This is an optimization exercise on Yosys and OpenROAD, whose aim is small area, not a production implementation. Function was checked by simulation only, so behaviour that the tests miss may differ from the original. Power is estimated from default activity; no workload was simulated.

**flow/run.sh**
```bash
#!/bin/bash
# Own layout flow: the standard flow (standard.sh) with two changes.
#  - Synthesis maps the logic with an area-oriented ABC script (area.abc)
#    instead of ORFS's delay-oriented one, and without ORFS's pre-mapping
#    of full/half adders, so ABC sees all of the logic.
#  - The ports are buffered with the smallest buffer, buf_1.
#  - CTS builds the clock tree from clkbuf_8 without dummy loads.
# Everything else (the synthesis passes, register names, floorplan, power
# grid, placement, CTS, routing) is the standard flow.
set -euo pipefail
W=$(pwd)
F=$W/flow

# The standard flow's synthesis script, with its abc call given our script
{
  head -n 1 synth_recipe.tcl
  cat <<TCL
proc abc {args} {
  set i [lsearch \$args -script]
  if {\$i >= 0} {
    set args [lreplace \$args \$i [expr {\$i + 1}] -script $F/area.abc]
  }
  yosys abc {*}\$args
}
TCL
  tail -n +2 synth_recipe.tcl
} > own_synth.tcl

CTS="-sink_clustering_enable -repair_clock_nets -dont_use_dummy_load"
CTS="$CTS -sink_clustering_size 20 -sink_clustering_max_diameter 60"
CTS="$CTS -buf_list sky130_fd_sc_hd__clkbuf_8"

sed -e "s#SYNTH_SCRIPT=[^ ]*#SYNTH_SCRIPT=$W/own_synth.tcl ADDER_MAP_FILE= 'BUFFER_PORTS_ARGS=-buffer_cell sky130_fd_sc_hd__buf_1' 'CTS_ARGS=$CTS'#" \
  standard.sh > own_standard.sh

bash own_standard.sh > own_flow.log 2>&1
```
**flow/area.abc**
```
&get -n
&st
&dch
&nf -a
&put
```
**standard.sh**
```bash
#!/bin/bash
# synth_recipe.tcl (not shown) runs the flow's synth.tcl, then flattens the netlist and writes it again
# the make line also repeats each setting of config.mk as NAME=value (left out here)
make -C /OpenROAD-flow-scripts/flow DESIGN_CONFIG=/design/flow/config.mk WORK_HOME=/design/flow/orfs CLKGATE_MAP_FILE= SYNTH_SCRIPT=/design/flow/synth_recipe.tcl "${@:-finish}"
```
**config.mk**
```make
export PLATFORM = sky130hd
export DESIGN_NAME = uSFFT
export DESIGN_NICKNAME = uSFFT
export VERILOG_FILES = /design/flow/design.v
export SDC_FILE = /design/flow/constraint.sdc
export NUM_CORES = 4
export LEC_CHECK = 0
export CAP_MARGIN = 20
export CORE_MARGIN = 2
export CORE_UTILIZATION = 40
export CTS_BUF_LIST = sky130_fd_sc_hd__clkbuf_8
export CTS_CLUSTER_DIAMETER = 60
export CTS_CLUSTER_SIZE = 20
export SLEW_MARGIN = 20
```
**constraint.sdc**
```tcl
create_clock -name core_clock -period 4.0 [get_ports {iClk}]
set_input_delay 0.8000 -clock core_clock [delete_from_list [all_inputs] [get_ports {iClk}]]
set_output_delay 0.8000 -clock core_clock [all_outputs]
set_load 0.01 [all_outputs]
```
**design.v**
```verilog
module uSADD (
    input wire iClk,
    input wire iRstN,
    input wire iA,
    input wire iB,
    output reg oC
);
    reg acc0;
    always@(posedge iClk or negedge iRstN) begin
        if(~iRstN) begin
            acc0 <= 1'b0;
            oC <= 1'b0;
        end else begin
            acc0 <= acc0 ^ iA ^ iB;
            oC <= (acc0 & iA) | (acc0 & iB) | (iA & iB);
        end
    end
endmodule
module uSSUB (
    input wire iClk,
    input wire iRstN,
    input wire iBiZero,
    input wire iA,
    input wire iB,
    output reg oAdd,
    output reg oSub
);
    reg acc0;
    wire sub0 = acc0 ^ iBiZero;
    wire iBn = ~iB;
    always@(posedge iClk or negedge iRstN) begin
        if(~iRstN) begin
            acc0 <= 1'b0;
            oAdd <= 1'b0;
            oSub <= 1'b0;
        end else begin
            acc0 <= acc0 ^ iA ^ iB;
            oAdd <= (acc0 & iA) | (acc0 & iB) | (iA & iB);
            oSub <= (sub0 & iA) | (sub0 & iBn) | (iA & iBn);
        end
    end
endmodule
module uMUL_bi (
    input wire iClk,
    input wire iRstN,
    input wire iClr,
    input wire iA,
    input wire [8:0] iT,
    input wire [7:0] iwReal,
    input wire [7:0] iwImg,
    output wire oMultReal,
    output wire oMultImg
);
    reg [8:0] nBot;
    reg [8:0] nTop;
    wire [8:0] n = iA ? nBot : nTop;
    wire [8:0] nInc = n + 9'd1;
    wire [7:0] g = n[7:0] ^ n[8:1];
    wire [8:0] cR;
    wire [8:0] cI;
    assign cR[8] = 1'b0;
    assign cI[8] = 1'b0;
    genvar i;
    generate
        for (i = 0; i < 8; i = i + 1) begin : g_cmp
            assign cR[i] = (iwReal[7-i] & ~g[i]) | (cR[i+1] & (iwReal[7-i] | ~g[i]));
            assign cI[i] = (iwImg[7-i] & ~g[i]) | (cI[i+1] & (iwImg[7-i] | ~g[i]));
        end
    endgenerate
    always@(posedge iClk or negedge iRstN) begin
        if(~iRstN) begin
            nBot <= 9'd0;
            nTop <= 9'd0;
        end else begin
            if(iClr) begin
                nBot <= 9'd0;
                nTop <= 9'd0;
            end else begin
                if(iA) begin
                    nBot <= nInc;
                end else begin
                    nTop <= nInc;
                end
            end
        end
    end
    assign oMultReal = ~(iA ^ cR[0]);
    assign oMultImg = ~(iA ^ cI[0]);
endmodule
module uButterfly (
    input wire iClk,
    input wire iRstN,
    input wire iClr,
    input wire iBiZero,
    input wire [8:0] iT,
    input wire iReal0,
    input wire iImg0,
    input wire iReal1,
    input wire iImg1,
    input wire [7:0] iwReal,
    input wire [7:0] iwImg,
    output wire oReal0,
    output wire oImg0,
    output wire oReal1,
    output wire oImg1
);
    wire eq_Real1_x_wReal;
    wire eq_Real1_x_wImg;
    wire eq_Img1_x_wReal;
    wire eq_Img1_x_wImg;
    wire scalerReal0;
    wire scalerImg0;
    wire real_eq;
    wire img_eq;
    uMUL_bi u_uMUL_bi_Real1 (
        .iClk(iClk),
        .iRstN(iRstN),
        .iClr(iClr),
        .iA(iReal1),
        .iT(iT),
        .iwReal(iwReal),
        .iwImg(iwImg),
        .oMultReal(eq_Real1_x_wReal),
        .oMultImg(eq_Real1_x_wImg)
    );
    uMUL_bi u_uMUL_bi_Img1 (
        .iClk(iClk),
        .iRstN(iRstN),
        .iClr(iClr),
        .iA(iImg1),
        .iT(iT),
        .iwReal(iwReal),
        .iwImg(iwImg),
        .oMultReal(eq_Img1_x_wReal),
        .oMultImg(eq_Img1_x_wImg)
    );
    uSSUB u_uSSUB_realeq (
        .iClk(iClk),
        .iRstN(iRstN),
        .iBiZero(iBiZero),
        .iA(eq_Real1_x_wReal),
        .iB(eq_Img1_x_wImg),
        .oAdd(),
        .oSub(real_eq)
    );
    uSADD u_uSADD_imgeq (
        .iClk(iClk),
        .iRstN(iRstN),
        .iA(eq_Real1_x_wImg),
        .iB(eq_Img1_x_wReal),
        .oC(img_eq)
    );
    uSADD u_uSADD_scalerReal (
        .iClk(iClk),
        .iRstN(iRstN),
        .iA(iReal0),
        .iB(iBiZero),
        .oC(scalerReal0)
    );
    uSADD u_uSADD_scalerImg (
        .iClk(iClk),
        .iRstN(iRstN),
        .iA(iImg0),
        .iB(iBiZero),
        .oC(scalerImg0)
    );
    uSSUB u_uSSUB_oReal (
        .iClk(iClk),
        .iRstN(iRstN),
        .iBiZero(iBiZero),
        .iA(scalerReal0),
        .iB(real_eq),
        .oAdd(oReal0),
        .oSub(oReal1)
    );
    uSSUB u_uSSUB_oImg (
        .iClk(iClk),
        .iRstN(iRstN),
        .iBiZero(iBiZero),
        .iA(scalerImg0),
        .iB(img_eq),
        .oAdd(oImg0),
        .oSub(oImg1)
    );
endmodule
module uSFFT #(
    parameter BITWIDTH = 8,
    parameter BINPUT = 2
) (
    input wire iClk,
    input wire iRstN,
    input wire loadW,
    input wire iClr,
    input wire iAReal0,
    input wire iAImg0,
    input wire iAReal1,
    input wire iAImg1,
    input wire iBReal0,
    input wire iBImg0,
    input wire iBReal1,
    input wire iBImg1,
    input wire [BITWIDTH-1:0] iwReal,
    input wire [BITWIDTH-1:0] iwImg,
    output wire oCReal0,
    output wire oCImg0,
    output wire oCReal1,
    output wire oCImg1,
    output wire oDReal0,
    output wire oDImg0,
    output wire oDReal1,
    output wire oDImg1
);
    reg [7:0] wReal;
    reg [7:0] wImg;
    reg biZero;
    reg [8:0] cycT;  
    always@(posedge iClk or negedge iRstN) begin
        if(~iRstN) begin
            wReal <= 8'd0;
            wImg <= 8'd0;
        end else begin
            if(loadW) begin
                wReal <= iwReal;
                wImg <= iwImg;
            end
        end
    end
    always@(posedge iClk or negedge iRstN) begin
        if(~iRstN) begin
            biZero <= 1'b0;
        end else begin
            biZero <= ~biZero;
        end
    end
    always@(posedge iClk or negedge iRstN) begin
        if(~iRstN) begin
            cycT <= 9'd0;
        end else begin
            if(iClr) begin
                cycT <= 9'd0;
            end else begin
                cycT <= cycT + 9'd1;
            end
        end
    end
    wire mid1_Real0;
    wire mid1_Img0;
    wire mid1_Real1;
    wire mid1_Img1;
    wire mid2_Real0;
    wire mid2_Img0;
    wire mid2_Real1;
    wire mid2_Img1;
    uButterfly u_uButterfly_in1 (
        .iClk(iClk), .iRstN(iRstN), .iClr(iClr), .iBiZero(biZero), .iT(cycT),
        .iReal0(iAReal0), .iImg0(iAImg0), .iReal1(iAReal1), .iImg1(iAImg1),
        .iwReal(wReal), .iwImg(wImg),
        .oReal0(mid1_Real0), .oImg0(mid1_Img0), .oReal1(mid1_Real1), .oImg1(mid1_Img1)
    );
    uButterfly u_uButterfly_in2 (
        .iClk(iClk), .iRstN(iRstN), .iClr(iClr), .iBiZero(biZero), .iT(cycT),
        .iReal0(iBReal0), .iImg0(iBImg0), .iReal1(iBReal1), .iImg1(iBImg1),
        .iwReal(wReal), .iwImg(wImg),
        .oReal0(mid2_Real0), .oImg0(mid2_Img0), .oReal1(mid2_Real1), .oImg1(mid2_Img1)
    );
    uButterfly u_uButterfly_out13 (
        .iClk(iClk), .iRstN(iRstN), .iClr(iClr), .iBiZero(biZero), .iT(cycT),
        .iReal0(mid1_Real0), .iImg0(mid1_Img0), .iReal1(mid2_Real0), .iImg1(mid2_Img0),
        .iwReal(wReal), .iwImg(wImg),
        .oReal0(oCReal0), .oImg0(oCImg0), .oReal1(oCReal1), .oImg1(oCImg1)
    );
    uButterfly u_uButterfly_out24 (
        .iClk(iClk), .iRstN(iRstN), .iClr(iClr), .iBiZero(biZero), .iT(cycT),
        .iReal0(mid1_Real1), .iImg0(mid1_Img1), .iReal1(mid2_Real1), .iImg1(mid2_Img1),
        .iwReal(wReal), .iwImg(wImg),
        .oReal0(oDReal0), .oImg0(oDImg0), .oReal1(oDReal1), .oImg1(oDImg1)
    );
endmodule
```
==> flow_metrics.env, run 1 <==
export IMPL_outcome="no timing/DRC/antenna violations"
export IMPL_drt_total_wl_um=26300
export IMPL_skew_ns=0.0770
export IMPL_gr_usage_all_layers_pct=17.6
export IMPL_fin_area_um2=12800
export IMPL_drtIter0Drc=638
export IMPL_ctsHoldBuffers=0
export IMPL_die_h_um=175
export IMPL_antenna_found_initial=1
export IMPL_setup_tns_final_ns=0
export IMPL_worst_path_max_fanout=15
export IMPL_ys_types=40
export IMPL_place_congestion=0.794
export IMPL_synthTopCellsByArea="dfrtp_1 47%, xnor2_1 7.4%, o21ai_0 6.9%"
export IMPL_grt_max_degree=63
export IMPL_syn_inst=1196
export IMPL_yosysSeqAreaShare_pct=46.5
export IMPL_layout_cells_most_common="dfrtp_1"
export IMPL_first_pass_iters=5
export IMPL_worstSkewPairLatency_ns=0.58
export IMPL_crit_slowest_cell="dfrtp_1"
export IMPL_slew_headroom_pct=31.5
export IMPL_power_leakage_nw=5.39
export IMPL_syn_area_um2=11700
export IMPL_nFillCells=2791
export IMPL_max_clock_freq_mhz=296
export IMPL_initial_core_util_pct=40.6
export IMPL_postCtsResizedCells=0
export IMPL_cts_htree_levels=1
export IMPL_place_area_um2=12500
export IMPL_reg2reg_slack_ns=0.63
export IMPL_clkTransAtPathRegs_ns=0.10
export IMPL_max_cap_violations=0
export IMPL_cp_slowest_stage_delay_ns=0.75
export IMPL_vias=8889
export IMPL_portBuffers=35
export IMPL_setup_violations=0
export IMPL_worstPathCellList="mux2i_1, xnor2_1, a22oi_1, o21ai_0, o221ai_1, a311o_1, a31oi_1, xor2_1, xnor3_1"
export IMPL_coreArea_um2=28700
export IMPL_fin_crit_sh_pct=84.4
export IMPL_arrival_ns=3.78
export IMPL_syn_nets=1224
export IMPL_dpl_hpwl_um=17300
export IMPL_insertedDiodeCount=0
export IMPL_layout_common_cells="217 x dfrtp_1, 208 x nand2_1, 160 x o21ai_0"
export IMPL_die_area_um2=30500
export IMPL_worst_slack_ns=0.626
export IMPL_cts_num_sinks=217
export IMPL_reg2reg_depth=9
export IMPL_cts_setup_buffers=0
export IMPL_grt_pass1_wl_um=44200
export IMPL_slew_viol_final=0
export IMPL_cts_buffer_depth=3
export IMPL_cts_tree="done"
export IMPL_grt_ovfl_total=0
export IMPL_crit_type="flip-flop to flip-flop"
export IMPL_dp_slack_ns=0.349
export IMPL_hold_path_class="primary input to asynchronous set/reset pin"
export IMPL_cp_num_buf_inv=0
export IMPL_drive_gt1_share_pct=3.83
export IMPL_pwr_density_cell_nw_per_um2=495
export IMPL_crit_family="compound AO/OA/AOI/OAI gates"
export IMPL_wire_per_inst_um=15.8
export IMPL_route_detailed_drc=0
export IMPL_syn_area_per_cell_um2=9.75
export IMPL_crit_path_start_kind="flip-flop"
export IMPL_ys_warn_count=4
export IMPL_cp_end_kind="flip-flop"
export IMPL_clock_tree_root_cell="clkbuf_8"
export IMPL_path_depth=9
export IMPL_synth_top_area_share_pct=46.5
export IMPL_drt_antenna_violating_nets=0
export IMPL_fin_util_pct=44.7
export IMPL_grt_pass1_vias=8573
export IMPL_cts_buffers=23
export IMPL_avgViaCountPerCell=5.35
export IMPL_r2r_end="u_uButterfly_out13.u_uSSUB_realeq.acc0"
export IMPL_die_x_um=175
export IMPL_rsz0062_at_grt="no"
export IMPL_pin_count=36
export IMPL_required_ns=4.40
export IMPL_synth_seq_cells=217
export IMPL_critPathLaunch="u_uButterfly_in2.u_uSSUB_oImg.oAdd"
export IMPL_num_rows=62
export IMPL_post_route_min_period_ns=3.37
export IMPL_ir_drop_mv=0.304
export IMPL_area_growth_pct=9.97
export IMPL_nets=1308
export IMPL_post_synth_top_area_cell="dfrtp_1"
export IMPL_worst_slew_pin_slew_ns=1.03
export IMPL_rr_startpoint="u_uButterfly_in2.u_uSSUB_oImg.oAdd"
export IMPL_final_hold_viol_count=0
==> Yosys cell counts <==
library cell,n
a22oi_1,34
nor3_1,17
o31a_1,1
xor2_1,30
nand2b_1,20
a221o_1,1
o31ai_1,3
xor3_1,4
o22a_1,1
nand2_1,208
a22o_1,1
a21oi_1,13
xnor3_1,4
a21o_1,1
nand3_1,9
a31o_1,4
maj3_1,33
mux2_1,19
and2_0,1
a21boi_0,1
nand3b_1,5
nor4_1,7
mux2i_1,70
nor2b_1,44
or2_0,9
o221ai_1,15
a21bo_1,3
o21ai_0,160
or3_1,21
xnor2_1,98
o22ai_1,16
nor3b_1,1
a211o_1,2
clkinv_1,9
o21bai_1,1
nor2_1,88
o211ai_1,1
a311o_1,14
a31oi_1,10
dfrtp_1,217
==> how the worst max path moves through the flow <==
stage                                        endpoint  slack [ns]
2_1_floorplan     u_uButterfly_out24.u_uSADD_imgeq.oC        0.91
3_3_place_gp      u_uButterfly_in1.u_uSADD_imgeq.acc0        0.42
3_5_place_dp     u_uButterfly_in2.u_uSSUB_realeq.acc0        0.35
4_1_cts        u_uButterfly_out13.u_uSSUB_realeq.acc0        0.60
5_1_grt        u_uButterfly_out13.u_uSSUB_realeq.acc0        0.30
6_report       u_uButterfly_out13.u_uSSUB_realeq.acc0        0.63
==> kinds of logic after synthesis <==
logic type / Yosys count / synth area share, %
compound gates: 282 / 14.8
mux: 89 / 7.84
simple gates: 430 / 16.5
buf+inv: 9 / 0.290
fa+ha+maj: 33 / 2.83
flops: 217 / 46.5
xor+xnor: 136 / 11.2
==> where the power goes <==
part / switching, mW / total (mW) / internal, mW / leakage [nW]
sequential: 0.452 / 3.04 / 2.59 / 2.83
combinational: 1.02 / 2.07 / 1.05 / 2.39
clock: 0.725 / 1.24 / 0.511 / 0.165
total: 2.20 / 6.35 / 4.15 / 5.39
==> area by class of cell <==
type	count	area (um2)	share of cell area (%)
Clock buffer	23	317	2.47
Inverter	9	33.8	0.263
Multi-Input combinational cell	970	6200	48.3
Sequential cell	217	5430	42.3
Tap cell	384	480	3.74
Timing Repair Buffer	59	367	2.86
==> through the flow <==
| step | power [mW] | cells | hold WS [ns] |
|---|---|---|---|
| 5_1_grt | 6.76 | 1662 | 0.419 |
| 3_3_place_gp | 5.11 | 1639 | 0.454 |
| 6_report | 6.35 | 1662 | 0.364 |
| 2_1_floorplan | 4.57 | 1196 | 0.438 |
| 4_1_cts | 6.44 | 1662 | 0.366 |
| 3_5_place_dp | 5.17 | 1639 | 0.460 |
==> routing by layer <==
layer  up-vias  GRT usage [%]  routed length (um)
met2       185           27.8               11700
met4         2           4.79                 594
li1       4394              -                   -
met5         -              0                  13
met1      4264           25.5               12700
met3        44           2.39                1280
==> worst register-to-register path: stages (launching register included) <==
cell	delay [ns]
dfrtp_1	0.75
mux2i_1	0.52
xnor2_1	0.25
a22oi_1	0.14
o21ai_0	0.21
o221ai_1	0.13
a311o_1	0.40
a31oi_1	0.20
xor2_1	0.35
xnor3_1	0.27
==> run 2, diff against run 1 <==
--- a/design.v
+++ b/design.v
@@ -47,3 +47,3 @@
     input wire iA,
-    input wire [8:0] iT,
+    input wire [2:0] iT,
     input wire [7:0] iwReal,
@@ -54,3 +54,5 @@
     reg [8:0] nBot;
-    reg [8:0] nTop;
+    reg [8:3] nTopHi;
+    wire [2:0] nTopLo = iT[2:0] - nBot[2:0];
+    wire [8:0] nTop = {nTopHi, nTopLo};
     wire [8:0] n = iA ? nBot : nTop;
@@ -58,2 +60,19 @@
     wire [7:0] g = n[7:0] ^ n[8:1];
+    always@(posedge iClk or negedge iRstN) begin
+        if(~iRstN) begin
+            nBot <= 9'd0;
+            nTopHi <= 6'd0;
+        end else begin
+            if(iClr) begin
+                nBot <= 9'd0;
+                nTopHi <= 6'd0;
+            end else begin
+                if(iA) begin
+                    nBot <= nInc;
+                end else begin
+                    nTopHi <= nInc[8:3];
+                end
+            end
+        end
+    end
     wire [8:0] cR;
@@ -69,19 +88,2 @@
     endgenerate
-    always@(posedge iClk or negedge iRstN) begin
-        if(~iRstN) begin
-            nBot <= 9'd0;
-            nTop <= 9'd0;
-        end else begin
-            if(iClr) begin
-                nBot <= 9'd0;
-                nTop <= 9'd0;
-            end else begin
-                if(iA) begin
-                    nBot <= nInc;
-                end else begin
-                    nTop <= nInc;
-                end
-            end
-        end
-    end
     assign oMultReal = ~(iA ^ cR[0]);
@@ -94,3 +96,3 @@
     input wire iBiZero,
-    input wire [8:0] iT,
+    input wire [2:0] iT,
     input wire iReal0,
@@ -215,3 +217,3 @@
     reg biZero;
-    reg [8:0] cycT;  
+    reg [2:0] cycT;  
     always@(posedge iClk or negedge iRstN) begin
@@ -236,8 +238,8 @@
         if(~iRstN) begin
-            cycT <= 9'd0;
+            cycT <= 3'd0;
         end else begin
             if(iClr) begin
-                cycT <= 9'd0;
+                cycT <= 3'd0;
             end else begin
-                cycT <= cycT + 9'd1;
+                cycT <= cycT + 3'd1;
             end
==> flow_metrics.env, run 2 <==
export IMPL_layout_cells_most_common="dfrtp_1"
export IMPL_rr_startpoint="u_uButterfly_in2.u_uSSUB_oImg.oSub"
export IMPL_sw_frac_of_total_pct=36.3
export IMPL_cts_tree="done"
export IMPL_instances_no_fill=1633
export IMPL_syn_inst=1139
export IMPL_grt_pass1_vias=8492
export IMPL_regArea_um2=4910
export IMPL_post_synth_top_area_cell="dfrtp_1"
export IMPL_wire_per_inst_um=16.3
export IMPL_required_ns=4.33
export IMPL_reg2reg_depth=10
export IMPL_synthFlopType="dfrtp_1"
export IMPL_max_clock_freq_mhz=266
export IMPL_avgViaCountPerCell=5.26
export IMPL_clock_tree_root_cell="clkbuf_8"
export IMPL_multi_input_area_um2=6240
export IMPL_ys_types=38
export IMPL_num_rows=61
export IMPL_antenna_found_initial=1
export IMPL_post_route_min_period_ns=3.77
export IMPL_synth_top_family_by_area="compound AO/OA/AOI/OAI gates"
export IMPL_synthArstFlopShare_pct=100
export IMPL_die_h_um=171
export IMPL_drt_antenna_violating_nets=0
export IMPL_vias=8593
export IMPL_setup_violations=0
export IMPL_outcome="no timing/DRC/antenna violations"
export IMPL_die_x_um=171
export IMPL_dpl_hpwl_um=18300
export IMPL_coreArea_um2=27700
export IMPL_worst_path_max_fanout=10
export IMPL_gr_usage_met3_pct=3.82
export IMPL_cpMostUsedCell="maj3_1"
export IMPL_pwr_density_cell_nw_per_um2=528
export IMPL_worstSkewPairLatency_ns=0.48
export IMPL_p_sw_mw=2.41
export IMPL_cts_buffer_depth=2
export IMPL_rsz0062_at_grt="no"
export IMPL_ir_drop_mv=0.263
export IMPL_slew_headroom_pct=37.4
export IMPL_crit_slowest_cell="dfrtp_1"
export IMPL_power_total_mw=6.64
export IMPL_area_growth_pct=12.2
export IMPL_grt_max_degree=70
export IMPL_cp_num_buf_inv=0
export IMPL_yosysSeqAreaShare_pct=43.7
export IMPL_worst_slew_pin_slew_ns=0.936
export IMPL_max_cap_violations=0
export IMPL_timing_hold_ws_ns=0.440
export IMPL_fin_crit_sh_pct=94.1
export IMPL_nets=1285
export IMPL_reg2reg_slack_ns=0.23
export IMPL_cts_setup_buffers=0
export IMPL_synthTopCellsByArea="dfrtp_1 44%, xnor2_1 9.2%, maj3_1 6.8%"
export IMPL_p_comb_share_pct=43.1
export IMPL_pwr_share_clk_pct=15.0
export IMPL_synthXorXnorAreaFrac_pct=14.2
export IMPL_r2r_end="u_uButterfly_out24.u_uSSUB_realeq.oSub"
export IMPL_power_leakage_nw=5.01
export IMPL_die_area_um2=29400
export IMPL_cts_buffers=17
export IMPL_synth_edf_count=0
export IMPL_insertedDiodeCount=0
export IMPL_use_met1_pct=26.3
export IMPL_seq_power_share_pct=41.9
export IMPL_arrival_ns=4.10
export IMPL_worstPathCellList="mux2i_1, xor2_1, a22oi_1, a21oi_1, o21ai_0, maj3_1, maj3_1, maj3_1, xor2_1, maj3_1"
export IMPL_synth_top_area_share_pct=43.7
export IMPL_gr_usage_met2_pct=30.8
export IMPL_clkTransAtPathRegs_ns=0.10
export IMPL_hold_path_class="primary input to asynchronous set/reset pin"
export IMPL_gr_usage_all_layers_pct=19.2
export IMPL_crit_path_start_kind="flip-flop"
export IMPL_pin_count=36
export IMPL_synth_area_mux_share_pct=6.41
export IMPL_final_hold_viol_count=0
export IMPL_drtIter0Drc=546
export IMPL_dp_cells=1616
export IMPL_portBuffers=35
export IMPL_first_pass_iters=5
export IMPL_syn_area_um2=11200
export IMPL_setup_tns_final_ns=0
export IMPL_grt_ovfl_total=0
export IMPL_cts_htree_levels=4
export IMPL_intPower_mw=4.23
export IMPL_slew_viol_final=0
export IMPL_cp_end_kind="flip-flop"
export IMPL_crit_family="adder cells"
export IMPL_yosys_top_cells_count="196 x dfrtp_1, 175 x nand2_1, 122 x o21ai_0"
export IMPL_drt_total_wl_um=26600
export IMPL_synth_seq_cells=196
export IMPL_grt_pass1_wl_um=44300
export IMPL_synthSimpleGateAreaFrac_pct=13.8
export IMPL_drive_gt1_share_pct=6.77
export IMPL_ctsHoldBuffers=0
export IMPL_synthAdderAreaFrac_pct=6.78
export IMPL_syn_nets=1167
export IMPL_layout_common_cells="195 x dfrtp_1, 175 x nand2_1, 122 x o21ai_0"
export IMPL_cp_slowest_stage_delay_ns=0.67
export IMPL_initial_core_util_pct=40.5
export IMPL_yosysMostFrequentCell="dfrtp_1"
export IMPL_globalRoute_busiestLayer="met2"
export IMPL_cts_num_sinks=196
export IMPL_nFillCells=2638
export IMPL_synth_compound_area_share_pct=14.5
export IMPL_skew_ns=0.0443
export IMPL_ys_warn_count=4
export IMPL_crit_type="flip-flop to flip-flop"
export IMPL_place_congestion=0.809
export IMPL_route_detailed_drc=0
export IMPL_syn_area_per_cell_um2=9.84
run 2: cell types whose count changed after synthesis, moves of 14 or more:
cell     change
a21oi_1     +23
a311o_1     -14
dfrtp_1     -21
maj3_1      +43
mux2i_1     -14
nand2_1     -33
nor2_1      -36
o21ai_0     -38
o31ai_1     +28
xnor2_1     +20
run 2: worst max-delay path by stage:
stage | from | endpoint | slack, ns | depth (start not counted)
after floorplan | cycT[1] | u_uButterfly_out24.u_uSADD_imgeq.acc0 | 0.29 | 10
after global placement | iBReal1 | u_uButterfly_in2.u_uSSUB_realeq.acc0 | 0.08 | 12
after detailed placement | iBReal1 | u_uButterfly_in2.u_uSSUB_realeq.acc0 | -0.01 | 12
after CTS | u_uButterfly_in2.u_uSSUB_oReal.oSub | u_uButterfly_out24.u_uSSUB_realeq.acc0 | 0.17 | 10
after global routing | u_uButterfly_in2.u_uSSUB_oImg.oSub | u_uButterfly_out24.u_uSADD_imgeq.oC | 0.05 | 10
final | u_uButterfly_in2.u_uSSUB_oImg.oSub | u_uButterfly_out24.u_uSSUB_realeq.oSub | 0.23 | 10
run 2: cells by family (layout without fill, tap and decap cells):
group                      after synthesis  in the layout
and+or+nand+nor                        341            341
AOI/OAI and AO/OA                      269            269
DFF                                    196            196
xor gates and xnor gates               168            168
adders and majority gates               76             76
muxes                                   70             70
buffers and inverters                   19            135
run 2: repair_timing:
action / in CTS / in global routing
setup endpoints to repair: 0 / 2
gates resized for setup: 0 / 1
endpoints found under the hold margin: 0 / 0
run 2: cell type report:
| cell class | instances | share of cell area [%] |
|---|---|---|
| Tap cell | 378 | 3.76 |
| Sequential cell | 196 | 39.0 |
| Timing Repair Buffer | 99 | 5.21 |
| Inverter | 19 | 0.567 |
| Clock buffer | 17 | 1.86 |
| Multi-Input combinational cell | 924 | 49.6 |
run 2: per-stage QoR:
stage          instance area (um2)  setup slack [ns]  util (%)
2_1_floorplan                11200             0.294         -
3_3_place_gp                 12300            0.0773      44.5
3_5_place_dp                 12300           -0.0124      44.5
5_1_grt                      12600            0.0508      45.4
6_report                     12600             0.235      45.4
4_1_cts                      12600             0.175      45.4
run 2: layer usage:
metal / part of all wire [%] / vias to the layer above
met3: 5.1 / 38
met5: 0.049 / -
met2: 46 / 191
li1: - / 4263
met1: 47 / 4099
met4: 2.0 / 2
run 2: power groups by stage:
stage / clock, mW / combinational (mW) / sequential [mW]
floorplan: 0 / 2.16 / 2.77
global placement: 0 / 2.81 / 2.80
detailed placement: 0 / 2.86 / 2.82
CTS: 1.05 / 2.87 / 2.78
global route: 1.12 / 3.18 / 2.84
finish: 0.995 / 2.86 / 2.78
==> run 3, diff against run 2 <==
==> flow/area.abc (replaced) <==
&get -n
&st
&dch -f
&nf -a -R 100
&put
==> flow_metrics.env, run 3 <==
export IMPL_reg2reg_depth=11
export IMPL_arrival_ns=4.12
export IMPL_crit_type="flip-flop to flip-flop"
export IMPL_grt_pass1_vias=8268
export IMPL_multi_input_area_um2=6070
export IMPL_portBuffers=35
export IMPL_p_sw_mw=2.35
export IMPL_max_clock_freq_mhz=264
export IMPL_synth_edf_count=0
export IMPL_fin_area_um2=12300
export IMPL_p_comb_share_pct=40.4
export IMPL_m1WireLength_um=12300
export IMPL_drive_gt1_share_pct=5.88
export IMPL_setup_violations=0
export IMPL_outcome="no timing/DRC/antenna violations"
export IMPL_insertedDiodeCount=0
export IMPL_yosysMostFrequentCell="dfrtp_1"
export IMPL_pin_count=36
export IMPL_setup_tns_final_ns=0
export IMPL_cts_buffer_depth=2
export IMPL_gr_usage_all_layers_pct=18.5
export IMPL_wl_met3_um=987
export IMPL_cts_buffers=17
export IMPL_rsz0062_at_grt="no"
export IMPL_ys_warn_count=4
export IMPL_vias=8406
export IMPL_rr_startpoint="cycT[1]"
export IMPL_initial_core_util_pct=40.8
export IMPL_nFillCells=2597
export IMPL_synth_seq_cells=196
export IMPL_regArea_um2=4900
export IMPL_r2r_end="u_uButterfly_out13.u_uSSUB_realeq.oSub"
export IMPL_ctsHoldBuffers=0
export IMPL_slew_viol_final=0
export IMPL_layout_common_cells="196 x dfrtp_1, 182 x nand2_1, 167 x o21ai_0"
export IMPL_num_rows=60
export IMPL_ys_types=25
export IMPL_synth_top_area_share_pct=44.5
export IMPL_synthTopCellsByArea="dfrtp_1 45%, xnor2_1 10%, maj3_1 7.6%"
export IMPL_ir_drop_mv=0.241
export IMPL_dpl_hpwl_um=16900
export IMPL_coreArea_um2=27000
export IMPL_drt_total_wl_um=25000
export IMPL_fin_crit_sh_pct=94.8
export IMPL_die_area_um2=28900
export IMPL_cts_tree="done"
export IMPL_cts_htree_levels=4
export IMPL_final_hold_viol_count=0
export IMPL_max_cap_violations=0
export IMPL_top_layer_used="met5"
export IMPL_drtIter0Drc=445
export IMPL_skew_ns=0.0409
export IMPL_worst_path_max_fanout=8
export IMPL_syn_area_um2=11000
export IMPL_clock_tree_root_cell="clkbuf_8"
export IMPL_synthFlopType="dfrtp_1"
export IMPL_cts_num_sinks=196
export IMPL_seq_power_share_pct=43.9
export IMPL_wire_per_inst_um=15.6
export IMPL_sw_frac_of_total_pct=36.9
export IMPL_required_ns=4.32
export IMPL_die_h_um=170
export IMPL_layout_cells_most_common="dfrtp_1"
export IMPL_cts_setup_buffers=0
export IMPL_route_detailed_drc=0
export IMPL_yosysSeqAreaShare_pct=44.5
export IMPL_post_synth_top_area_cell="dfrtp_1"
export IMPL_antenna_found_initial=1
export IMPL_pwr_share_clk_pct=15.7
export IMPL_place_area_um2=12000
export IMPL_met2_length_um=11300
export IMPL_post_route_min_period_ns=3.79
export IMPL_syn_inst=1154
export IMPL_power_leakage_nw=4.95
export IMPL_intPower_mw=4.01
export IMPL_syn_nets=1182
export IMPL_grt_max_degree=81
export IMPL_worstSkewPairLatency_ns=0.47
export IMPL_drt_antenna_violating_nets=0
export IMPL_pwr_density_cell_nw_per_um2=519
export IMPL_clkTransAtPathRegs_ns=0.09
export IMPL_dp_cells=1583
export IMPL_place_congestion=0.808
export IMPL_area_growth_pct=11.2
export IMPL_nets=1289
export IMPL_syn_area_per_cell_um2=9.55
export IMPL_cp_end_kind="flip-flop"
export IMPL_hold_path_class="primary input to asynchronous set/reset pin"
export IMPL_grt_ovfl_total=0
export IMPL_worst_slew_pin_slew_ns=0.872
export IMPL_crit_path_start_kind="flip-flop"
export IMPL_first_pass_iters=5
export IMPL_grt_pass1_wl_um=42500
export IMPL_die_x_um=170
export IMPL_slew_headroom_pct=41.6
export IMPL_power_total_mw=6.36
export IMPL_synthArstFlopShare_pct=100
export IMPL_reg2reg_slack_ns=0.21
export IMPL_instances_no_fill=1600
export IMPL_avgViaCountPerCell=5.25
export IMPL_yosys_top_cells_count="196 x dfrtp_1, 182 x nand2_1, 167 x o21ai_0"
export IMPL_postCtsResizedCells=0
-- run 3: power groups by stage --
stage	Sequential [mW]	Clock, mW	Combinational (mW)
detailed placement	2.83	0	2.58
CTS	2.79	1.04	2.59
finish	2.79	0.996	2.57
floorplan	2.78	0	1.96
global placement	2.82	0	2.52
global route	2.85	1.12	2.89
-- run 3: stage by stage --
stage	worst slack (ns)	utilization (%)	hold slack, ns
floorplan	0.327	-	0.438
global placement	0.0824	44.5	0.458
detailed placement	-0.0295	44.5	0.467
CTS	0.219	45.3	0.475
global route	0.0159	45.3	0.507
finish	0.210	45.3	0.468
-- run 3: logic make-up after synthesis --
kind of cell	count (synthesis)	share of synthesized area, %
adders and majority gates	84	7.63
xor gates and xnor gates	169	13.4
buffers and inverters	13	0.443
AOI/OAI and AO/OA	283	14.2
muxes	64	6.00
DFF	196	44.5
and+or+nand+nor	345	13.7
-- run 3: worst max-delay path by stage --
stage,to,slack (ns),startpoint
floorplan,u_uButterfly_out24.u_uSSUB_realeq.oSub,0.33,cycT[1]
global placement,u_uButterfly_in2.u_uSADD_imgeq.acc0,0.08,iBReal1
detailed placement,u_uButterfly_in2.u_uSADD_imgeq.acc0,-0.03,iBReal1
CTS,u_uButterfly_out13.u_uSSUB_realeq.oSub,0.22,cycT[1]
global route,u_uButterfly_out13.u_uSSUB_realeq.acc0,0.02,cycT[1]
finish,u_uButterfly_out13.u_uSSUB_realeq.oSub,0.21,cycT[1]
-- run 3: area by class of cell --
cell class              instances  share of cell area [%]
well taps                     341                    3.48
multi-input cells             945                    49.5
inverters                      13                   0.398
flip-flops and latches        196                    40.0
repair buffers                 88                    4.68
clock buffers                  17                    1.91
-- run 3: layer usage --
layer	vias to the layer above	GRT usage [%]
li1	4249	-
met4	2	3.90
met5	-	0
met2	138	29.8
met1	3996	26.2
met3	21	3.09
-- run 3: worst max-delay path, cell delays in order, from the launching register on --
cell and delay, ns:
dfrtp_1 0.34, clkinv_1 0.34, maj3_1 0.49, a21oi_1 0.14, o21ai_0 0.12, xor2_1 0.40, xnor2_1 0.17, maj3_1 0.36
maj3_1 0.36, maj3_1 0.38, xor2_1 0.18, maj3_1 0.39
==> run 4, diff against run 3 <==
==> flow/area.abc (replaced) <==
strash
dch -f
amap
topo
==> flow_metrics.env, run 4 <==
export IMPL_outcome="no timing/DRC/antenna violations"
export IMPL_slew_viol_final=0
export IMPL_seq_power_share_pct=36.1
export IMPL_cts_setup_buffers=0
export IMPL_max_clock_freq_mhz=276
export IMPL_layout_common_cells="263 x clkinv_1, 258 x o22ai_1, 226 x nor2_1"
export IMPL_reg2reg_slack_ns=0.38
export IMPL_place_congestion=0.827
export IMPL_fin_crit_sh_pct=90.5
export IMPL_die_x_um=170
export IMPL_synth_compound_area_share_pct=33.8
export IMPL_clkTransAtPathRegs_ns=0.11
export IMPL_final_hold_viol_count=0
export IMPL_rr_startpoint="u_uButterfly_in2.u_uSSUB_oReal.oAdd"
export IMPL_die_h_um=170
export IMPL_worst_path_max_fanout=9
export IMPL_first_pass_iters=6
export IMPL_cts_buffers=17
export IMPL_rsz0062_at_grt="yes"
export IMPL_p_sw_mw=3.57
export IMPL_arrival_ns=4.04
export IMPL_ys_types=20
export IMPL_sw_frac_of_total_pct=44.2
export IMPL_cts_htree_levels=4
export IMPL_r2r_end="u_uButterfly_out13.u_uSADD_imgeq.acc0"
export IMPL_place_area_um2=11900
export IMPL_slew_headroom_pct=44.9
export IMPL_cts_num_sinks=196
export IMPL_coreArea_um2=27000
export IMPL_crit_type="flip-flop to flip-flop"
export IMPL_setup_violations=0
export IMPL_synth_seq_cells=196
export IMPL_cts_buffer_depth=2
export IMPL_worst_slack_ns=0.379
export IMPL_power_leakage_nw=4.70
export IMPL_synth_top_family_by_area="compound AO/OA/AOI/OAI gates"
export IMPL_wire_per_inst_um=16.0
export IMPL_area_growth_pct=10.8
export IMPL_nets=1510
export IMPL_max_cap_violations=0
export IMPL_clock_tree_root_cell="clkbuf_8"
export IMPL_die_area_um2=28900
export IMPL_syn_area_per_cell_um2=7.94
export IMPL_synth_edf_count=0
export IMPL_synthSimpleGateAreaFrac_pct=12.8
export IMPL_yosys_top_cells_count="264 x clkinv_1, 264 x o22ai_1, 227 x nor2_1"
export IMPL_layout_cells_most_common="clkinv_1"
export IMPL_grt_ovfl_total=0
export IMPL_synthArstFlopShare_pct=100
export IMPL_grt_max_degree=77
export IMPL_avgViaCountPerCell=5.59
export IMPL_dpl_hpwl_um=19700
export IMPL_cts_tree="done"
export IMPL_drive_gt1_share_pct=4.93
export IMPL_worst_slew_pin_slew_ns=0.827
export IMPL_grt_pass1_vias=9418
export IMPL_reg2reg_depth=20
export IMPL_syn_inst=1391
export IMPL_pwr_share_clk_pct=12.5
export IMPL_pwr_density_cell_nw_per_um2=660
export IMPL_setup_tns_final_ns=0
export IMPL_syn_area_um2=11000
export IMPL_synth_area_mux_share_pct=0
export IMPL_crit_path_start_kind="flip-flop"
export IMPL_required_ns=4.42
export IMPL_drt_antenna_violating_nets=0
export IMPL_hold_path_class="primary input to asynchronous set/reset pin"
export IMPL_skew_ns=0.0404
export IMPL_nFillCells=2688
export IMPL_dp_slack_ns=0.0323
export IMPL_portBuffers=35
export IMPL_antenna_found_initial=0
export IMPL_route_detailed_drc=0
export IMPL_regArea_um2=4900
export IMPL_pin_count=36
export IMPL_synthAdderAreaFrac_pct=0
export IMPL_grt_pass1_wl_um=47900
export IMPL_power_total_mw=8.07
export IMPL_ys_warn_count=4
export IMPL_synth_top_area_share_pct=44.4
export IMPL_vias=10180
export IMPL_fin_area_um2=12200
export IMPL_p_comb_share_pct=51.4
export IMPL_synthFlopType="dfrtp_1"
export IMPL_post_synth_top_area_cell="dfrtp_1"
export IMPL_yosysSeqAreaShare_pct=44.4
export IMPL_ir_drop_mv=0.285
export IMPL_worstSkewPairLatency_ns=0.48
export IMPL_intPower_mw=4.50
export IMPL_synthXorXnorAreaFrac_pct=0
export IMPL_synthTopCellsByArea="dfrtp_1 44%, o22ai_1 15%, clkinv_1 9.0%"
export IMPL_post_route_min_period_ns=3.62
export IMPL_cp_end_kind="flip-flop"
export IMPL_gr_usage_all_layers_pct=20.7
export IMPL_drtIter0Drc=771
export IMPL_num_rows=60
export IMPL_initial_core_util_pct=40.8
export IMPL_syn_nets=1419
export IMPL_multi_input_area_um2=5220
export IMPL_drt_total_wl_um=29100
export IMPL_insertedDiodeCount=0
==> run 4: final cells by class <==
type | instances | area share [%]
inverters | 264 | 8.10
well taps | 341 | 3.49
clock buffers | 17 | 1.91
multi-input cells | 931 | 42.7
flip-flops and latches | 196 | 40.1
repair buffers | 72 | 3.69
==> run 4: power groups by stage <==
stage               Combinational [mW]  Clock (mW)  Sequential [mW]
global placement                  3.99           0             2.93
detailed placement                4.07           0             2.94
CTS                               4.08        1.04             2.91
floorplan                         3.09           0             2.89
finish                            4.15        1.01             2.92
global route                      4.72        1.12             2.98
==> run 4: worst max-delay path by stage <==
stage | endpoint | slack (ns) | from | cells after the start
2_1_floorplan | u_uButterfly_out24.u_uSSUB_realeq.acc0 | 0.42 | cycT[1] | 20
5_1_grt | u_uButterfly_out24.u_uSADD_imgeq.acc0 | 0.001 | cycT[1] | 20
4_1_cts | u_uButterfly_in1.u_uSSUB_realeq.acc0 | 0.25 | cycT[1] | 21
3_5_place_dp | u_uButterfly_in1.u_uSSUB_realeq.acc0 | 0.03 | iAReal1 | 20
3_3_place_gp | u_uButterfly_in1.u_uSSUB_realeq.acc0 | 0.08 | iAReal1 | 20
6_report | u_uButterfly_out13.u_uSADD_imgeq.acc0 | 0.38 | u_uButterfly_in2.u_uSSUB_oReal.oAdd | 20
==> run 4: cell families after synthesis <==
group	count (synthesis)
AO/OA/AOI/OAI	579
buffers and inverters	264
flip-flops	196
AND/OR/NAND/NOR	352
==> run 4: per-stage QoR <==
stage / util, % / hold WS, ns / instances
floorplan: - / 0.468 / 1391
finish: 45.3 / 0.428 / 1821
CTS: 45.0 / 0.453 / 1821
global placement: 44.1 / 0.494 / 1804
global route: 45.3 / 0.477 / 1821
detailed placement: 44.1 / 0.500 / 1804
==> run 4: metal layers <==
| layer | track usage, % | share of wire (%) | routed length [um] |
|---|---|---|---|
| met1 | 27.1 | 47 | 13600 |
| met5 | 0 | 0 | 0 |
| met4 | 6.35 | 2.1 | 612 |
| met2 | 35.5 | 48 | 13900 |
| met3 | 3.16 | 3.6 | 1060 |
==> run 4: worst max-delay path, cell delays in order (launching register included) <==
cell	delay, ns
dfrtp_1	0.37
clkinv_1	0.24
o22ai_1	0.37
clkinv_1	0.21
o22ai_2	0.26
clkinv_1	0.12
o21ai_0	0.16
nand2_1	0.07
o221a_1	0.11
a221o_1	0.26
o221a_1	0.12
a221o_1	0.26
o21ai_0	0.08
nor2_1	0.06
a21oi_1	0.17
nor2_1	0.06
a21oi_1	0.22
nand2_1	0.12
o21ai_0	0.13
nor2_1	0.07
a21oi_1	0.12
==> run 4: timing repair <==
action                     4_1_cts  5_1_grt
setup endpoints to repair        0       13
gates resized for setup          0       19
hold buffers                     0        0
==> run 5, diff against run 4 <==
--- a/config.mk
+++ b/config.mk
@@ -10,5 +10,3 @@
 export CORE_UTILIZATION = 40
-export CTS_BUF_LIST = sky130_fd_sc_hd__clkbuf_8
-export CTS_CLUSTER_DIAMETER = 60
-export CTS_CLUSTER_SIZE = 20
+export GPL_TIMING_DRIVEN = 0
 export SLEW_MARGIN = 20
==> flow_metrics.env, run 5 <==
export IMPL_outcome="no timing/DRC/antenna violations"
export IMPL_pin_count=36
export IMPL_place_congestion=0.798
export IMPL_slew_headroom_pct=37.0
export IMPL_post_route_min_period_ns=3.71
export IMPL_r2r_end="u_uButterfly_in1.u_uSSUB_realeq.oSub"
export IMPL_timing_hold_ws_ns=0.257
export IMPL_dpl_hpwl_um=18800
export IMPL_die_area_um2=28900
export IMPL_num_rows=60
export IMPL_cpMostUsedCell="nor2_1"
export IMPL_yosys_top_cells_count="264 x clkinv_1, 264 x o22ai_1, 227 x nor2_1"
export IMPL_syn_nets=1419
export IMPL_first_pass_iters=7
export IMPL_drtIter0Drc=622
export IMPL_max_clock_freq_mhz=270
export IMPL_rr_startpoint="cycT[1]"
export IMPL_ir_drop_mv=0.207
export IMPL_avgViaCountPerCell=5.65
export IMPL_max_cap_violations=0
export IMPL_fin_crit_sh_pct=92.7
export IMPL_synth_seq_cells=196
export IMPL_clkTransAtPathRegs_ns=0.11
export IMPL_worst_slack_ns=0.293
export IMPL_insertedDiodeCount=0
export IMPL_syn_area_per_cell_um2=7.94
export IMPL_yosysSeqAreaShare_pct=44.4
export IMPL_grt_max_degree=41
export IMPL_drt_antenna_violating_nets=0
export IMPL_synthArstFlopShare_pct=100
export IMPL_cts_htree_levels=4
export IMPL_arrival_ns=4.04
export IMPL_route_detailed_drc=0
export IMPL_nFillCells=2729
export IMPL_fin_area_um2=12200
export IMPL_nets=1484
export IMPL_ys_types=20
export IMPL_ys_warn_count=4
export IMPL_power_leakage_nw=4.67
export IMPL_critPathLaunch="cycT[1]"
export IMPL_cts_tree="done"
export IMPL_synth_top_area_share_pct=44.4
export IMPL_crit_path_start_kind="flip-flop"
export IMPL_antenna_found_initial=0
export IMPL_syn_inst=1391
export IMPL_cp_slowest_stage_delay_ns=0.52
export IMPL_worst_slew_pin_slew_ns=0.945
export IMPL_ctsHoldBuffers=0
export IMPL_die_h_um=170
export IMPL_die_x_um=170
export IMPL_slew_viol_final=0
export IMPL_post_synth_top_area_cell="dfrtp_1"
export IMPL_hold_path_class="primary input to asynchronous set/reset pin"
export IMPL_synthTopCellsByArea="dfrtp_1 44%, o22ai_1 15%, clkinv_1 9.0%"
export IMPL_synthFlopType="dfrtp_1"
export IMPL_skew_ns=0.0361
export IMPL_area_growth_pct=10.7
export IMPL_layout_common_cells="254 x clkinv_1, 247 x o22ai_1, 227 x nor2_1"
export IMPL_dp_slack_ns=-1.38
export IMPL_layout_cells_most_common="clkinv_1"
export IMPL_grt_pass1_vias=9402
export IMPL_grt_ovfl_total=0
export IMPL_place_area_um2=11700
export IMPL_crit_end="u_uButterfly_in1.u_uSSUB_realeq.oSub"
export IMPL_synth_edf_count=0
export IMPL_required_ns=4.34
export IMPL_reg2reg_slack_ns=0.29
export IMPL_initial_core_util_pct=40.8
export IMPL_setup_violations=0
export IMPL_reg2reg_depth=18
export IMPL_cts_num_sinks=196
export IMPL_wire_per_inst_um=15.7
export IMPL_worst_path_max_fanout=8
export IMPL_clock_tree_root_cell="clkbuf_8"
export IMPL_crit_type="flip-flop to flip-flop"
export IMPL_syn_area_um2=11000
export IMPL_pwr_density_cell_nw_per_um2=660
export IMPL_drt_total_wl_um=28200
export IMPL_grt_pass1_wl_um=46400
export IMPL_drive_gt1_share_pct=5.50
export IMPL_worstPathCellList="buf_4, o22ai_1, nor2_1, a21oi_1, nor2_1, a211oi_1, nor2_1, a21oi_2, clkinv_1, o22ai_2, o221a_1, a21oi_1, a221oi_1, a21oi_1, nand2_1, nor2b_1, nor2_1, o21ai_1"
export IMPL_fin_util_pct=45.2
export IMPL_portBuffers=35
export IMPL_cts_buffers=17
export IMPL_vias=10138
export IMPL_crit_slowest_cell="dfrtp_4"
export IMPL_gr_usage_all_layers_pct=20.0
export IMPL_cts_buffer_depth=2
export IMPL_coreArea_um2=27000
export IMPL_cp_end_kind="flip-flop"
export IMPL_final_hold_viol_count=0
export IMPL_worstSkewPairLatency_ns=0.49
## run 5: cell counts after synthesis
Identical to the previous run, type by type.
## run 5: critical path, delay by kind of cell (launching register included)
kind	cells	cell delay (ns)
simple gates	6	0.63
buf+inv	2	0.34
flops	1	0.52
compound gates	10	2.09
## run 5: what timing repair did
action / in CTS / in global routing
endpoints found under the setup margin: 44 / 16
gates resized for setup: 27 / 46
pin swaps: 0 / 2
hold endpoints to repair: 0 / 0
buffers inserted: 0 / 4
## run 5: cells by family after synthesis
group                  count (synthesis)  share of synthesized area [%]
and+or+nand+nor                      352                           12.8
DFF                                  196                           44.4
AOI/OAI and AO/OA                    579                           33.8
buffers and inverters                264                           8.98
## run 5: worst min path at each step
stage	to	slack, ns	depth (start not counted)
6_report	u_uButterfly_out24.u_uMUL_bi_Img1.nTopHi[8]	0.26	1
5_1_grt	u_uButterfly_out24.u_uMUL_bi_Img1.nTopHi[8]	0.28	1
4_1_cts	u_uButterfly_out24.u_uMUL_bi_Img1.nTopHi[8]	0.27	1
3_5_place_dp	u_uButterfly_out24.u_uSSUB_oReal.oSub	0.49	1
3_3_place_gp	u_uButterfly_in2.u_uSSUB_oReal.oSub	0.49	1
2_1_floorplan	u_uButterfly_in1.u_uSSUB_oImg.oSub	0.47	1
## run 5: routing by layer
layer	global-route usage, %	up-vias	share of wire [%]
li1	-	5174	-
met4	5.46	0	1.6
met1	25.8	4747	46
met3	3.42	34	4.0
met2	34.8	183	48
met5	0	-	0
## run 5: layout make-up
cell class                 instances  area [um2]  area share (%)
inverter                         264        1020            8.31
clock buffer                      17         234            1.91
tap                              341         427            3.49
timing repair buffer              46         314            2.57
sequential                       196        4920            40.3
multi-input combinational        931        5310            43.4
## run 5: power breakdown
group | internal [mW] | switching, mW
Sequential | 2.51 | 0.505
Clock | 0.377 | 0.638
Combinational | 1.59 | 2.44
Total | 4.48 | 3.59
## run 5: metrics by stage
step	power, mW	setup TNS [ns]	std cells
global placement	6.79	-1533.37	1767
floorplan	5.98	0	1391
finish	8.07	0	1795
detailed placement	6.89	-16.26	1774
CTS	7.95	0	1791
global route	8.80	-0.0401	1795
==> run 6, diff against run 5 <==
--- a/design.v
+++ b/design.v
@@ -58,3 +58,2 @@
     wire [8:0] n = iA ? nBot : nTop;
-    wire [8:0] nInc = n + 9'd1;
     wire [7:0] g = n[7:0] ^ n[8:1];
@@ -69,7 +68,4 @@
             end else begin
-                if(iA) begin
-                    nBot <= nInc;
-                end else begin
-                    nTopHi <= nInc[8:3];
-                end
+                nBot <= nBot + {8'd0, iA};
+                nTopHi <= nTopHi + {5'd0, ~iA & (&nTopLo)};
             end
--- a/flow/run.sh
+++ b/flow/run.sh
@@ -30,3 +30,3 @@
 CTS="$CTS -sink_clustering_size 20 -sink_clustering_max_diameter 60"
-CTS="$CTS -buf_list sky130_fd_sc_hd__clkbuf_8"
+CTS="$CTS -buf_list \"sky130_fd_sc_hd__clkbuf_8 sky130_fd_sc_hd__clkbuf_16\""
 
--- a/config.mk
+++ b/config.mk
@@ -10,3 +10,2 @@
 export CORE_UTILIZATION = 40
-export GPL_TIMING_DRIVEN = 0
 export SLEW_MARGIN = 20
==> flow_metrics.env, run 6 <==
export IMPL_outcome="did not finish"
export IMPL_haltStage="clock tree synthesis (4_1_cts)"
export IMPL_error_line="[ERROR STA-0564] clock_tree_synthesis positional arguments not supported."
export IMPL_post_synth_top_area_cell="dfrtp_1"
export IMPL_syn_area_um2=10700
export IMPL_synth_seq_cells=196
export IMPL_synthArstFlopShare_pct=100
export IMPL_syn_nets=1339
export IMPL_yosysMostFrequentCell="nor2_1"
export IMPL_synthAdderAreaFrac_pct=0
export IMPL_synth_compound_area_share_pct=28.4
export IMPL_syn_area_per_cell_um2=8.16
export IMPL_synth_area_mux_share_pct=0
export IMPL_portBuffers=35
export IMPL_ys_warn_count=4
export IMPL_die_x_um=168
export IMPL_yosysSeqAreaShare_pct=45.8
export IMPL_initial_core_util_pct=40.9
export IMPL_num_rows=59
export IMPL_synth_edf_count=0
export IMPL_syn_inst=1311
export IMPL_dp_cells=1712
export IMPL_synthFlopType="dfrtp_1"
export IMPL_place_congestion=0.843
export IMPL_yosys_top_cells_count="275 x nor2_1, 196 x dfrtp_1, 134 x a21oi_1, 134 x o22ai_1, 111 x clkinv_1"
export IMPL_synth_top_family_by_area="compound AO/OA/AOI/OAI gates"
export IMPL_die_h_um=168
export IMPL_synthTopCellsByArea="dfrtp_1 46%, nor2_1 9.6%, o22ai_1 7.8%"
export IMPL_synthXorXnorAreaFrac_pct=0
export IMPL_synthSimpleGateAreaFrac_pct=21.9
export IMPL_synth_top_area_share_pct=45.8
export IMPL_pin_count=36
export IMPL_dp_slack_ns=0.312
export IMPL_ys_types=16
export IMPL_dpl_hpwl_um=18900
==> run 6: changes by cell type after synthesis, moves of 9 or more <==
cell      delta
nor2_1      +48
a221o_1     +10
nor3_1      +91
or2_0       -19
o22ai_1    -130
a221oi_1     -9
and3_1      +49
a21o_1      -11
and2_0      +31
a21oi_1      +9
a211oi_1    +22
clkinv_1   -153
==> run 6: how the worst max path moves through the flow <==
stage                                                 endpoint  cells after the start
after floorplan           u_uButterfly_in1.u_uSSUB_realeq.acc0                     20
after global placement    u_uButterfly_in2.u_uSSUB_realeq.acc0                     21
after detailed placement  u_uButterfly_in2.u_uSSUB_realeq.acc0                     21
==> run 6: cells by family after synthesis <==
family / after synthesis
AND/OR/NAND/NOR: 535
AO/OA/AOI/OAI: 469
buffers and inverters: 111
flip-flops: 196
==> run 6: through the flow <==
step | hold WS [ns] | total power, mW | cell area (um2)
after floorplan | 0.446 | 4.63 | 10700
after global placement | 0.465 | 5.28 | 11500
after detailed placement | 0.469 | 5.34 | 11500
==> run 6: power groups by stage <==
stage	registers (mW)	logic, mW	clock network (mW)
detailed placement	2.60	2.74	0
global placement	2.60	2.68	0
floorplan	2.56	2.07	0
==> run 7, diff against run 6 <==
--- a/flow/run.sh
+++ b/flow/run.sh
@@ -6,3 +6,3 @@
 #  - The ports are buffered with the smallest buffer, buf_1.
-#  - CTS builds the clock tree from clkbuf_8 without dummy loads.
+#  - CTS builds the clock tree from clkbuf_16 without dummy loads.
 # Everything else (the synthesis passes, register names, floorplan, power
@@ -30,3 +30,3 @@
 CTS="$CTS -sink_clustering_size 20 -sink_clustering_max_diameter 60"
-CTS="$CTS -buf_list \"sky130_fd_sc_hd__clkbuf_8 sky130_fd_sc_hd__clkbuf_16\""
+CTS="$CTS -buf_list sky130_fd_sc_hd__clkbuf_16"
 
==> flow_metrics.env, run 7 <==
export IMPL_max_clock_freq_mhz=281
export IMPL_cts_buffers=17
export IMPL_pwr_density_cell_nw_per_um2=565
export IMPL_synth_top_area_share_pct=45.8
export IMPL_pin_count=36
export IMPL_ys_types=16
export IMPL_drt_total_wl_um=27200
export IMPL_cts_num_sinks=196
export IMPL_ir_drop_mv=0.316
export IMPL_vias=9695
export IMPL_intPower_mw=4.11
export IMPL_yosys_top_cells_count="275 x nor2_1, 196 x dfrtp_1, 134 x a21oi_1, 134 x o22ai_1, 111 x clkinv_1"
export IMPL_cp_end_kind="flip-flop"
export IMPL_synth_edf_count=0
export IMPL_drive_gt1_share_pct=3.66
export IMPL_route_detailed_drc=0
export IMPL_cts_htree_levels=4
export IMPL_power_leakage_nw=4.82
export IMPL_worst_slew_pin_slew_ns=0.781
export IMPL_fin_area_um2=12000
export IMPL_final_hold_viol_count=0
export IMPL_place_area_um2=11500
export IMPL_outcome="no timing/DRC/antenna violations"
export IMPL_p_comb_share_pct=40.8
export IMPL_grt_pass1_vias=8771
export IMPL_avgViaCountPerCell=5.61
export IMPL_yosysSeqAreaShare_pct=45.8
export IMPL_setup_tns_final_ns=0
export IMPL_crit_path_start_kind="flip-flop"
export IMPL_clkTransAtPathRegs_ns=0.07
export IMPL_portBuffers=35
export IMPL_yosysMostFrequentCell="nor2_1"
export IMPL_syn_inst=1311
export IMPL_worstSkewPairLatency_ns=0.45
export IMPL_p_sw_mw=2.65
export IMPL_synthTopCellsByArea="dfrtp_1 46%, nor2_1 9.6%, o22ai_1 7.8%"
export IMPL_wire_per_inst_um=15.7
export IMPL_max_cap_violations=0
export IMPL_die_area_um2=28100
export IMPL_slew_viol_final=0
export IMPL_layout_cells_most_common="nor2_1"
export IMPL_drt_antenna_violating_nets=0
export IMPL_ys_warn_count=4
export IMPL_coreArea_um2=26100
export IMPL_initial_core_util_pct=40.9
export IMPL_setup_violations=0
export IMPL_skew_ns=0.0307
export IMPL_worst_path_max_fanout=9
export IMPL_synthFlopType="dfrtp_1"
export IMPL_cts_tree="done"
export IMPL_fin_crit_sh_pct=88.9
export IMPL_arrival_ns=3.92
export IMPL_syn_area_per_cell_um2=8.16
export IMPL_sw_frac_of_total_pct=39.2
export IMPL_die_x_um=168
export IMPL_dp_slack_ns=0.312
export IMPL_syn_nets=1339
export IMPL_slew_headroom_pct=48.0
export IMPL_instances_no_fill=1729
export IMPL_nets=1424
export IMPL_area_growth_pct=11.8
export IMPL_dp_cells=1712
export IMPL_ctsHoldBuffers=0
export IMPL_gr_usage_all_layers_pct=20.1
export IMPL_power_total_mw=6.76
export IMPL_synth_seq_cells=196
export IMPL_cts_buffer_depth=2
export IMPL_place_congestion=0.843
export IMPL_post_synth_top_area_cell="dfrtp_1"
export IMPL_grt_pass1_wl_um=45000
export IMPL_clock_tree_root_cell="clkbuf_16"
export IMPL_synthArstFlopShare_pct=100
export IMPL_die_h_um=168
export IMPL_num_rows=59
export IMPL_first_pass_iters=5
export IMPL_pwr_share_clk_pct=21.2
export IMPL_antenna_found_initial=0
export IMPL_layout_common_cells="275 x nor2_1, 196 x dfrtp_1, 134 x a21oi_1, 134 x o22ai_1, 110 x clkinv_1"
export IMPL_hold_path_class="primary input to asynchronous set/reset pin"
export IMPL_seq_power_share_pct=38.1
export IMPL_grt_ovfl_total=0
export IMPL_dpl_hpwl_um=18900
export IMPL_timing_hold_ws_ns=0.461
export IMPL_required_ns=4.37
export IMPL_worst_slack_ns=0.443
export IMPL_cts_setup_buffers=0
export IMPL_crit_type="flip-flop to flip-flop"
export IMPL_drtIter0Drc=664
export IMPL_nFillCells=2602
export IMPL_grt_max_degree=74
export IMPL_insertedDiodeCount=0
export IMPL_post_route_min_period_ns=3.56
export IMPL_rsz0062_at_grt="no"
export IMPL_syn_area_um2=10700
export IMPL_fin_util_pct=45.8
==> run 7: cell counts after synthesis <==
No cell type changed its count.
==> run 7: metal layers <==
layer	global-route usage [%]	vias to the layer above	routed length, um
met5	0	-	0
met4	6.39	0	550
met3	2.88	29	946
met2	34.0	179	12900
met1	26.7	4467	12800
li1	-	5020	-
==> run 7: worst paths after layout <==
path | slack (ns) | to | depth (start not counted) | from
worst max register to register | 0.44 | u_uButterfly_out13.u_uSSUB_realeq.acc0 | 20 | u_uButterfly_in2.u_uSSUB_oReal.oAdd
min in group core_clock | 0.48 | u_uButterfly_in2.u_uMUL_bi_Real1.nBot[8] | 1 | u_uButterfly_in2.u_uMUL_bi_Real1.nBot[8]
worst min-delay path | 0.46 | u_uButterfly_out24.u_uMUL_bi_Real1.nBot[8] | 1 | iRstN
worst max-delay path | 0.44 | u_uButterfly_out13.u_uSSUB_realeq.acc0 | 20 | u_uButterfly_in2.u_uSSUB_oReal.oAdd
max in group asynchronous | 2.66 | u_uButterfly_in1.u_uMUL_bi_Real1.nBot[7] | 2 | iRstN
worst min register to register | 0.48 | u_uButterfly_in2.u_uMUL_bi_Real1.nBot[8] | 1 | u_uButterfly_in2.u_uMUL_bi_Real1.nBot[8]
==> run 7: final cells by class <==
type                            instances  area [um2]  share of cell area (%)
Multi-Input combinational cell       1004        5380                    45.0
Tap cell                              335         419                    3.51
Inverter                              111         420                    3.52
Timing Repair Buffer                   66         409                    3.42
Sequential cell                       196        4900                    41.0
Clock buffer                           17         425                    3.56
==> run 7: worst max-delay path, stage by stage, from the launching register on <==
cell and delay, ns:
dfrtp_1 0.51, clkinv_1 0.26, o22ai_1 0.30, nand2_1 0.09, o21ai_0 0.21, clkinv_1 0.17, o22ai_1 0.16, o21ai_0 0.11
nand2_1 0.09, o221a_1 0.16, a221o_1 0.10, o221a_1 0.16, a221o_1 0.10, o21ai_0 0.07, nor2_1 0.12, a21oi_1 0.07
o21ai_0 0.41, nor2_1 0.07, a21oi_1 0.16, nor2_1 0.06, a21oi_1 0.12
==> run 7: kinds of logic after synthesis <==
kind of cell           Yosys count  share of synthesized area [%]
buffers and inverters          111                           3.89
DFF                            196                           45.8
and+or+nand+nor                535                           21.9
AOI/OAI and AO/OA              469                           28.4
==> run 7: repair_timing <==
item | in CTS | in global routing
hold endpoints to repair | 0 | 0
setup endpoints to repair | 0 | 4
resized for setup | 0 | 1
==> run 7: power groups by stage <==
stage               Combinational, mW  Sequential [mW]  Clock [mW]
floorplan                        2.07             2.56           0
global placement                 2.68             2.60           0
detailed placement               2.74             2.60           0
CTS                              2.75             2.57        1.47
global route                     3.18             2.60        1.55
finish                           2.76             2.57        1.43
==> run 8, diff against run 7 <==
--- a/flow/run.sh
+++ b/flow/run.sh
@@ -1,3 +1,3 @@
 #!/bin/bash
-# Own layout flow: the standard flow (standard.sh) with two changes.
+# Own layout flow: the standard flow (standard.sh) with these changes.
 #  - Synthesis maps the logic with an area-oriented ABC script (area.abc)
==> flow_metrics.env, run 8 <==
export IMPL_outcome="no timing/DRC/antenna violations"
export IMPL_ys_warn_count=4
export IMPL_area_growth_pct=11.8
export IMPL_syn_area_per_cell_um2=8.16
export IMPL_yosysMostFrequentCell="nor2_1"
export IMPL_syn_inst=1311
export IMPL_yosysSeqAreaShare_pct=45.8
export IMPL_setup_tns_final_ns=0
export IMPL_dp_slack_ns=0.312
export IMPL_layout_common_cells="275 x nor2_1, 196 x dfrtp_1, 134 x a21oi_1, 134 x o22ai_1, 110 x clkinv_1"
export IMPL_required_ns=4.37
export IMPL_fin_util_pct=45.8
export IMPL_coreArea_um2=26100
export IMPL_instances_no_fill=1729
export IMPL_grt_pass1_vias=8771
export IMPL_cts_setup_buffers=0
export IMPL_avgViaCountPerCell=5.61
export IMPL_synth_edf_count=0
export IMPL_antenna_found_initial=0
export IMPL_cts_htree_levels=4
export IMPL_grt_ovfl_total=0
export IMPL_cts_num_sinks=196
export IMPL_post_synth_top_area_cell="dfrtp_1"
export IMPL_grt_max_degree=74
export IMPL_die_h_um=168
export IMPL_cts_buffers=17
export IMPL_p_sw_mw=2.65
export IMPL_portBuffers=35
export IMPL_dpl_hpwl_um=18900
export IMPL_first_pass_iters=5
export IMPL_max_clock_freq_mhz=281
export IMPL_insertedDiodeCount=0
export IMPL_drive_gt1_share_pct=3.66
export IMPL_initial_core_util_pct=40.9
export IMPL_postCtsResizedCells=0
export IMPL_layout_cells_most_common="nor2_1"
export IMPL_seq_power_share_pct=38.1
export IMPL_cts_tree="done"
export IMPL_drt_antenna_violating_nets=0
export IMPL_clkTransAtPathRegs_ns=0.07
export IMPL_die_area_um2=28100
export IMPL_crit_path_start_kind="flip-flop"
export IMPL_vias=9695
export IMPL_pwr_share_clk_pct=21.2
export IMPL_pwr_density_cell_nw_per_um2=565
export IMPL_clock_tree_root_cell="clkbuf_16"
export IMPL_worst_slack_ns=0.443
export IMPL_num_rows=59
export IMPL_pin_count=36
export IMPL_syn_area_um2=10700
export IMPL_synth_top_area_share_pct=45.8
export IMPL_ctsHoldBuffers=0
export IMPL_drtIter0Drc=664
export IMPL_wire_per_inst_um=15.7
export IMPL_sw_frac_of_total_pct=39.2
export IMPL_worst_slew_pin_slew_ns=0.781
export IMPL_skew_ns=0.0307
export IMPL_final_hold_viol_count=0
export IMPL_intPower_mw=4.11
export IMPL_yosys_top_cells_count="275 x nor2_1, 196 x dfrtp_1, 134 x a21oi_1, 134 x o22ai_1, 111 x clkinv_1"
export IMPL_power_leakage_nw=4.82
export IMPL_cts_buffer_depth=2
export IMPL_post_route_min_period_ns=3.56
export IMPL_syn_nets=1339
export IMPL_slew_headroom_pct=48.0
export IMPL_power_total_mw=6.76
export IMPL_rsz0062_at_grt="no"
export IMPL_slew_viol_final=0
export IMPL_p_comb_share_pct=40.8
export IMPL_die_x_um=168
export IMPL_route_detailed_drc=0
run 8: final cells by class:
type / count / area, um2
Multi-Input combinational cell: 1004 / 5380
Clock buffer: 17 / 425
Tap cell: 335 / 419
Timing Repair Buffer: 66 / 409
Sequential cell: 196 / 4900
Fill cell: 2602 / 14200
Inverter: 111 / 420
run 8: worst max-delay path, cell delays in order, from the launching register on:
cell	delay [ns]
dfrtp_1	0.51
clkinv_1	0.26
o22ai_1	0.30
nand2_1	0.09
o21ai_0	0.21
clkinv_1	0.17
o22ai_1	0.16
o21ai_0	0.11
nand2_1	0.09
o221a_1	0.16
a221o_1	0.10
o221a_1	0.16
a221o_1	0.10
o21ai_0	0.07
nor2_1	0.12
a21oi_1	0.07
o21ai_0	0.41
nor2_1	0.07
a21oi_1	0.16
nor2_1	0.06
a21oi_1	0.12
run 8: cell families (layout without fill, tap and decap cells):
kind of cell | Yosys count | after routing | share of synthesized area, %
and+or+nand+nor | 535 | 535 | 21.9
DFF | 196 | 196 | 45.8
AOI/OAI and AO/OA | 469 | 469 | 28.4
buffers and inverters | 111 | 194 | 3.89
run 8: path summary, 6_finish.rpt:
kind / start / end / slack (ns) / depth (start not counted)
worst max-delay path: u_uButterfly_in2.u_uSSUB_oReal.oAdd / u_uButterfly_out13.u_uSSUB_realeq.acc0 / 0.44 / 20
worst min-delay path: iRstN / u_uButterfly_out24.u_uMUL_bi_Real1.nBot[8] / 0.46 / 1
worst max register to register: u_uButterfly_in2.u_uSSUB_oReal.oAdd / u_uButterfly_out13.u_uSSUB_realeq.acc0 / 0.44 / 20
worst min register to register: u_uButterfly_in2.u_uMUL_bi_Real1.nBot[8] / u_uButterfly_in2.u_uMUL_bi_Real1.nBot[8] / 0.48 / 1
max in group asynchronous: iRstN / u_uButterfly_in1.u_uMUL_bi_Real1.nBot[7] / 2.66 / 2
min in group core_clock: u_uButterfly_in2.u_uMUL_bi_Real1.nBot[8] / u_uButterfly_in2.u_uMUL_bi_Real1.nBot[8] / 0.48 / 1
run 8: power by group through the flow:
stage                     clock network [mW]  registers [mW]  logic [mW]
after global placement                     0            2.60        2.68
after CTS                               1.47            2.57        2.75
after detailed placement                   0            2.60        2.74
final                                   1.43            2.57        2.76
after global routing                    1.55            2.60        3.18
after floorplan                            0            2.56        2.07
run 8: through the flow:
step | instance area (um2) | hold slack (ns)
after global placement | 11500 | 0.465
final | 12000 | 0.461
after detailed placement | 11500 | 0.469
after global routing | 12000 | 0.502
after floorplan | 10700 | 0.446
after CTS | 12000 | 0.480
run 8: metal layers:
layer	vias up	part of all wire (%)	track usage (%)
met3	29	3.5	2.88
met2	179	47	34.0
met4	0	2.0	6.39
li1	5020	-	-
met1	4467	47	26.7
met5	-	0	0

Setup slack of run 8, layout unchanged: 0.443 ns with ideal ports, 0.443 ns with driving cells assumed (clock clkbuf_16, inputs buf_2), 0.290 ns with port delays also shifted by the 0.486 ns mid clock arrival.
